Background: an optimization exercise with open tools, aiming at small area, a short achievable clock period and few clock cycles per item. Do not read the settings as production practice. Only simulation tests tie the RTL to the original design; equivalence was not proved. Power is estimated from default activity; no workload was simulated.

Design ysyx_22040228divunit, start of the top module:
module ysyx_22040228divunit (
    input        wire                                       clk               ,
    input        wire                                       rst               ,
    input        wire    [63:0]                             op1_i             ,
    input        wire    [63:0]                             op2_i             ,
    input        wire    [7 :0]                             inst_opcode_i     ,
    input        wire                                       div_ready         ,
    output       wire    [63:0]                             div_rem_data      ,
    output       wire                                       div_finish
);
Size: ~2000 cells after synthesis, about 220 flip-flops, about 200 I/O pins, ~16000 sq um of cells after synthesis.
export LEC_CHECK = 0
export CAP_MARGIN = 20
export CORE_MARGIN = 2
export CORE_UTILIZATION = 40
export CTS_BUF_LIST = sky130_fd_sc_hd__clkbuf_8 sky130_fd_sc_hd__clkbuf_16
export CTS_CLUSTER_DIAMETER = 80
export CTS_CLUSTER_SIZE = 40
export PLACE_DENSITY = 0.6
export SETUP_SLACK_MARGIN = 1.5
export SLEW_MARGIN = 20
export TNS_END_PERCENT = 5
create_clock -name core_clock -period 5.5 [get_ports {clk}]
standard.sh (not shown) runs the stock make flow with config.mk's settings and CLKGATE_MAP_FILE= SYNTH_SCRIPT=/design/flow/synth_recipe.tcl, a recipe that flattens the netlist after the stock synthesis.
==> flow/flow/run.sh <==
#!/bin/bash
# The standard layout (standard.sh), with one change: the buffers that
# the flow puts on every input and output port are the smallest buffer cell
# (sky130_fd_sc_hd__buf_1) rather than the one the resizer picks. The full
# output of the flow goes to flow_standard.log in the folder this runs in.
set -e
export BUFFER_PORTS_ARGS="-buffer_cell sky130_fd_sc_hd__buf_1"
bash standard.sh > flow_standard.log 2>&1
Testbench counts at the start, summed over its fixed seeds: cycles 41,156, items 3,200.
Edit:
Settings changed: CTS_BUF_LIST sky130_fd_sc_hd__clkbuf_8 sky130_fd_sc_hd__clkbuf_16 to default, CTS_CLUSTER_DIAMETER 80 to default, CTS_CLUSTER_SIZE 40 to default, SETUP_SLACK_MARGIN 1.5 to 1.7.
Result: The changed run produced a clean layout; clock skew drops by 0.010 ns; area after synthesis is unchanged; global-route usage rose by 0.75 points; setup slack improves by 0.090 ns; clock power increases by 39%; worst hold slack stays flat; via count went up by 1.3%.


ysyx_22040228divunit again, from the RTL that the note above started with.
make LEC_CHECK=0 CAP_MARGIN=20 CORE_MARGIN=2 CORE_UTILIZATION=40 PLACE_DENSITY=0.6 SETUP_SLACK_MARGIN=2.5 SLEW_MARGIN=20 TNS_END_PERCENT=5 finish   # period 5.5 ns
run.sh (not shown) runs the stock make flow with config.mk's settings and CLKGATE_MAP_FILE= SYNTH_SCRIPT=/design/flow/synth_recipe.tcl, a recipe that flattens the netlist after the stock synthesis.
Stock flow here: none of the scripts above is used.
Testbench counts at the start, summed over its fixed seeds: cycles 41,156, items 3,200.
==> next run, changes <==
==> flow/flow/run.sh (new file) <==
#!/bin/bash
# The standard layout (standard.sh), with one change: the buffers that
# the flow puts on every input and output port are the smallest buffer cell
# (sky130_fd_sc_hd__buf_1) rather than the one the resizer picks. The full
# output of the flow goes to flow_standard.log in the folder this runs in.
set -e
export BUFFER_PORTS_ARGS="-buffer_cell sky130_fd_sc_hd__buf_1"
bash standard.sh > flow_standard.log 2>&1
==> flow/standard.sh (new file) <==
#!/bin/bash
# synth_recipe.tcl (not shown) runs the flow's synth.tcl, then flattens the netlist and writes it again
# the make line also repeats each setting of config.mk as NAME=value (left out here)
make -C /OpenROAD-flow-scripts/flow DESIGN_CONFIG=/design/flow/config.mk WORK_HOME=/design/flow/orfs CLKGATE_MAP_FILE= SYNTH_SCRIPT=/design/flow/synth_recipe.tcl "${@:-finish}"
SETUP_SLACK_MARGIN = 1.5   (was 2.5)
removed: flow/run.sh
After rerunning: Die area is unchanged. Routed wire length falls by 7.4%. Design area falls by 14%. Cell count falls by 4.5%. Critical path depth falls by 6. Synthesized area does not change. Sequential cell count is unchanged. Via count falls by 4.7%.
==> next run, changes <==
==> flow/run.sh (new file) <==
#!/bin/bash
# synth_recipe.tcl (not shown) runs the flow's synth.tcl, then flattens the netlist and writes it again
# the make line also repeats each setting of config.mk as NAME=value (left out here)
make -C /OpenROAD-flow-scripts/flow DESIGN_CONFIG=/design/flow/config.mk WORK_HOME=/design/flow/orfs CLKGATE_MAP_FILE= SYNTH_SCRIPT=/design/flow/synth_recipe.tcl finish
SETUP_SLACK_MARGIN = 2.0   (was 1.5)
removed: flow/flow/run.sh
removed: flow/standard.sh
What happened:
- The new run completed without violations
- core utilization went up by 7.2 points
- worst hold slack is about the same
- setup slack improved by 0.35 ns
==> next run, changes <==
SETUP_SLACK_MARGIN = 1.5   (was 2.0)
=> Register-to-register slack loses 0.16 ns. Non-clock buffer count fell by 107. Sequential share of layout area goes up by 1.6 points. Via count goes down by 4.8%. Worst setup slack is worse by 0.16 ns. Die area is unchanged.
==> next run, changes <==
SETUP_SLACK_MARGIN = 1.2   (was 1.5)
What happened:
- critical path depth does not change
- worst setup slack got worse by 0.32 ns
- flip-flop and latch count does not change
==> next run, changes <==
==> flow/flow/run.sh (new file) <==
#!/bin/bash
# The standard layout (standard.sh), with one change: the buffers that
# the flow puts on every input and output port are the smallest buffer cell
# (sky130_fd_sc_hd__buf_1) rather than the one the resizer picks. The full
# output of the flow goes to flow_standard.log in the folder this runs in.
set -e
export BUFFER_PORTS_ARGS="-buffer_cell sky130_fd_sc_hd__buf_1"
bash standard.sh > flow_standard.log 2>&1
==> flow/standard.sh (new file) <==
#!/bin/bash
# synth_recipe.tcl (not shown) runs the flow's synth.tcl, then flattens the netlist and writes it again
# the make line also repeats each setting of config.mk as NAME=value (left out here)
make -C /OpenROAD-flow-scripts/flow DESIGN_CONFIG=/design/flow/config.mk WORK_HOME=/design/flow/orfs CLKGATE_MAP_FILE= SYNTH_SCRIPT=/design/flow/synth_recipe.tcl "${@:-finish}"
CTS_BUF_LIST = sky130_fd_sc_hd__clkbuf_4 sky130_fd_sc_hd__clkbuf_8   (was unset)
SETUP_SLACK_MARGIN = 1.5   (was 1.2)
removed: flow/run.sh
After rerunning: The new run completed with no timing, DRC or antenna violations; worst setup slack gains 0.16 ns; utilization decreases by 2.8 points; via count increases by 1.3%; global-route usage increases by 0.16 points; clock-buffer cell count increases by 27; design area decreases by 5.7%.


Setup of try-yarrow:
ysyx_22040228divunit, a different RTL version from the one above (not shown whole).
Size: roughly 200 I/O pins, about 0.016 mm² of cells after synthesis.
clock: 5.5 ns
lec_check: 0
cap_margin: 20
core_margin: 2
core_utilization: 40
cts_buf_list: sky130_fd_sc_hd__clkbuf_8 sky130_fd_sc_hd__clkbuf_16
cts_cluster_diameter: 60
cts_cluster_size: 30
place_density: 0.6
setup_slack_margin: 1.9
slew_margin: 20
tns_end_percent: 5
standard.sh (not shown) runs the stock make flow with config.mk's settings and CLKGATE_MAP_FILE= SYNTH_SCRIPT=/design/flow/synth_recipe.tcl, a recipe that flattens the netlist after the stock synthesis.
==> flow/flow/run.sh <==
#!/bin/bash
# The standard layout (standard.sh), with one change: the buffers that
# the flow puts on every input and output port are the smallest buffer cell
# (sky130_fd_sc_hd__buf_1) rather than the one the resizer picks. The full
# output of the flow goes to flow_standard.log in the folder this runs in.
set -e
export BUFFER_PORTS_ARGS="-buffer_cell sky130_fd_sc_hd__buf_1"
bash standard.sh > flow_standard.log 2>&1
try-yarrow finished all stages; the layout is clean.
Testbench counts of try-yarrow, summed over its fixed seeds: cycles 41,156, items 3,200.
### try-yarrow -> try-violet
- TNS_END_PERCENT changed from 5 to 100
- SETUP_SLACK_MARGIN changed from 1.9 to 1.8
Notes after the runs:
- As far as arithmetic-cell share of the synthesized area counting full adders, half adders and majority gates is concerned, try-yarrow and try-violet perform about the same.
- Compared try-yarrow against try-violet; minimum period implied by the final worst setup slack within noise.
- [try-violet] power share of the clock group fell 0.3 points relative to try-yarrow
- try-violet: wire length on met1 is about 3.6% lower than what try-yarrow reported.
- Re area added between synthesis and finish: try-violet is 1.2 points up on try-yarrow.
- Going from try-yarrow to try-violet, count of placed standard cells including taps has remained practically unchanged, via count shrank by 0.40%, final-layout clock-cell area share about even, power share of the combinational group moved up.
- On count of nets after finishing, try-violet tracks try-yarrow almost exactly.
Inputs modified between try-violet and try-willow:
- PLACE_DENSITY changed from 0.6 to 0.7
- TNS_END_PERCENT changed from 100 to 5
- CORE_UTILIZATION changed from 40 to 50
Findings:
try-willow ended up with a lower setup slack than try-violet did.
Compared to try-violet, try-willow has instance count on the critical path 3 lower.
The number of buffers outside the clock class in the layout reported for try-willow is smaller than that of try-violet by 13.
Number of cells on the worst reg-to-reg path in try-willow vs try-violet: down 3
Diff try-willow..try-violet | area after synthesis | unchanged
try-violet -> try-willow: later-pin clock latency in the skew report flat
try-willow — logic gate share of total power 1.0 points lower, try-violet as reference
try-willow vs. try-violet: die area went down by 20%.
Total placed cells including tap cells on try-willow is down relative to try-violet.
According to the power report, total power for try-willow is lower than for try-violet.


Setup of v45:
Another version of the RTL of ysyx_22040228divunit (not shown whole).
Size: roughly 1,900 cells after synthesis, roughly 220 flip-flops, roughly 0.016 mm2 of cells after synthesis.
Settings: LEC_CHECK=0, CAP_MARGIN=20, CORE_MARGIN=2, CORE_UTILIZATION=40, PLACE_DENSITY=0.6, SETUP_SLACK_MARGIN=0.8, SLEW_MARGIN=20; clock period 5.5 ns.
run.sh (not shown) runs the stock make flow with config.mk's settings and CLKGATE_MAP_FILE= SYNTH_SCRIPT=/design/flow/synth_recipe.tcl, a recipe that flattens the netlist after the stock synthesis.
Stock flow here: none of the scripts above is used.
Testbench counts of v45, summed over its fixed seeds: cycles 40,989, items 3,200.
Relative to v45, the following input files were edited for v50:
# v45
export LEC_CHECK = 0
export CAP_MARGIN = 20
export CORE_MARGIN = 2
export CORE_UTILIZATION = 40
export PLACE_DENSITY = 0.6
export SETUP_SLACK_MARGIN = 0.8
export SLEW_MARGIN = 20
create_clock -name core_clock -period 5.5 [get_ports {clk}]
# v50
export LEC_CHECK = 0
export CAP_MARGIN = 20
export CORE_MARGIN = 2
export CORE_UTILIZATION = 40
export PLACE_DENSITY = 0.6
export SETUP_SLACK_MARGIN = 1.5
export SLEW_MARGIN = 20
export TNS_END_PERCENT = 5
create_clock -name core_clock -period 5.5 [get_ports {clk}]
==> comparison <==
v50 vs v45: count of clock-buffer cells in the layout up by more than 10%. v50 completed every stage of the flow, and the final layout passed the timing, DRC and antenna checks. Summary of v50 over v45: worst-margin pin slew increased 0.17 ns; cell total after placement essentially unchanged; total power consumption of the routed design increased about 8%. Summary: post-detailed-routing wire length, v50 worse than v45.
Edits applied to the flow inputs when going from v50 to v25:
# v50
export LEC_CHECK = 0
export CAP_MARGIN = 20
export CORE_MARGIN = 2
export CORE_UTILIZATION = 40
export PLACE_DENSITY = 0.6
export SETUP_SLACK_MARGIN = 1.5
export SLEW_MARGIN = 20
export TNS_END_PERCENT = 5
create_clock -name core_clock -period 5.5 [get_ports {clk}]
# v25
export LEC_CHECK = 0
export CAP_MARGIN = 20
export CORE_MARGIN = 2
export CORE_UTILIZATION = 40
export PLACE_DENSITY = 0.6
export SETUP_SLACK_MARGIN = 1.5
export SLEW_MARGIN = 20
create_clock -name core_clock -period 5.5 [get_ports {clk}]
The insertion delay of the later-clocked pin in the worst-skew pair of v50 and that of v25 are within noise of each other.
Compared with v50, v25 shows a higher reported sequential group power.
Met2 capacity usage during global routing (higher): v25

-- afterwards: timing with drivers on the ports --
How much do the figures lean on ideal ports? The routed layouts below were timed once more, with nothing changed but the port constraints. Step 1: set_driving_cell puts a clkbuf_16 on clk and a buf_2 on each other input, an assumption about the parent block. Step 2 also shifts input and output timing later by t, the mid clock arrival at the registers, as if the neighbouring blocks saw the same clock. Three values: ideal ports, drivers, drivers and shift; two values: the first two.
run	t (ns)	slack for setup (ns)	hold WS [ns]	worst setup path at the end
the first run of note 1	0.564	1.556 / 1.556 / 1.131	0.477 / 0.477 / 0.477	input to register
the second run of note 1	0.615	1.646 / 1.646 / 1.146	0.476 / 0.476 / 0.476	input to register
the first run of note 2	0.619	1.751 / 1.751 / 1.473	0.465 / 0.465 / 0.465	input to register
the second run of note 2	0.618	1.366 / 1.366 / 0.973	0.474 / 0.474 / 0.474	input to register
the third run of note 2	0.621	1.712 / 1.712 / 1.430	0.473 / 0.473 / 0.473	input to register
the fourth run of note 2	0.617	1.557 / 1.557 / 0.997	0.468 / 0.468 / 0.468	input to register
the fifth run of note 2	0.619	1.239 / 1.239 / 0.697	0.466 / 0.466 / 0.466	input to register
the sixth run of note 2	0.641	1.399 / 1.399 / 0.927	0.476 / 0.476 / 0.476	input to register
try-yarrow	0.589	1.789 / 1.789 / 1.551	0.480 / 0.480 / 0.480	input to register
try-violet	0.587	1.787 / 1.787 / 1.461	0.488 / 0.488 / 0.488	input to register
try-willow	0.579	1.666 / 1.666 / 1.270	0.484 / 0.484 / 0.484	input to register
v45	0.603	0.828 / 0.828 / 0.828	0.500 / 0.500 / 0.500	register to register
v50	0.600	1.215 / 1.215 / 0.788	0.479 / 0.479 / 0.479	input to register
v25	0.599	1.224 / 1.224 / 1.116	0.485 / 0.485 / 0.485	input to register
After both steps setup and hold are still met in every run listed. For the fourth run of note 2, which loses most, drivers alone change the setup slack by 0.000 ns; drivers and shift together by -0.560 ns.
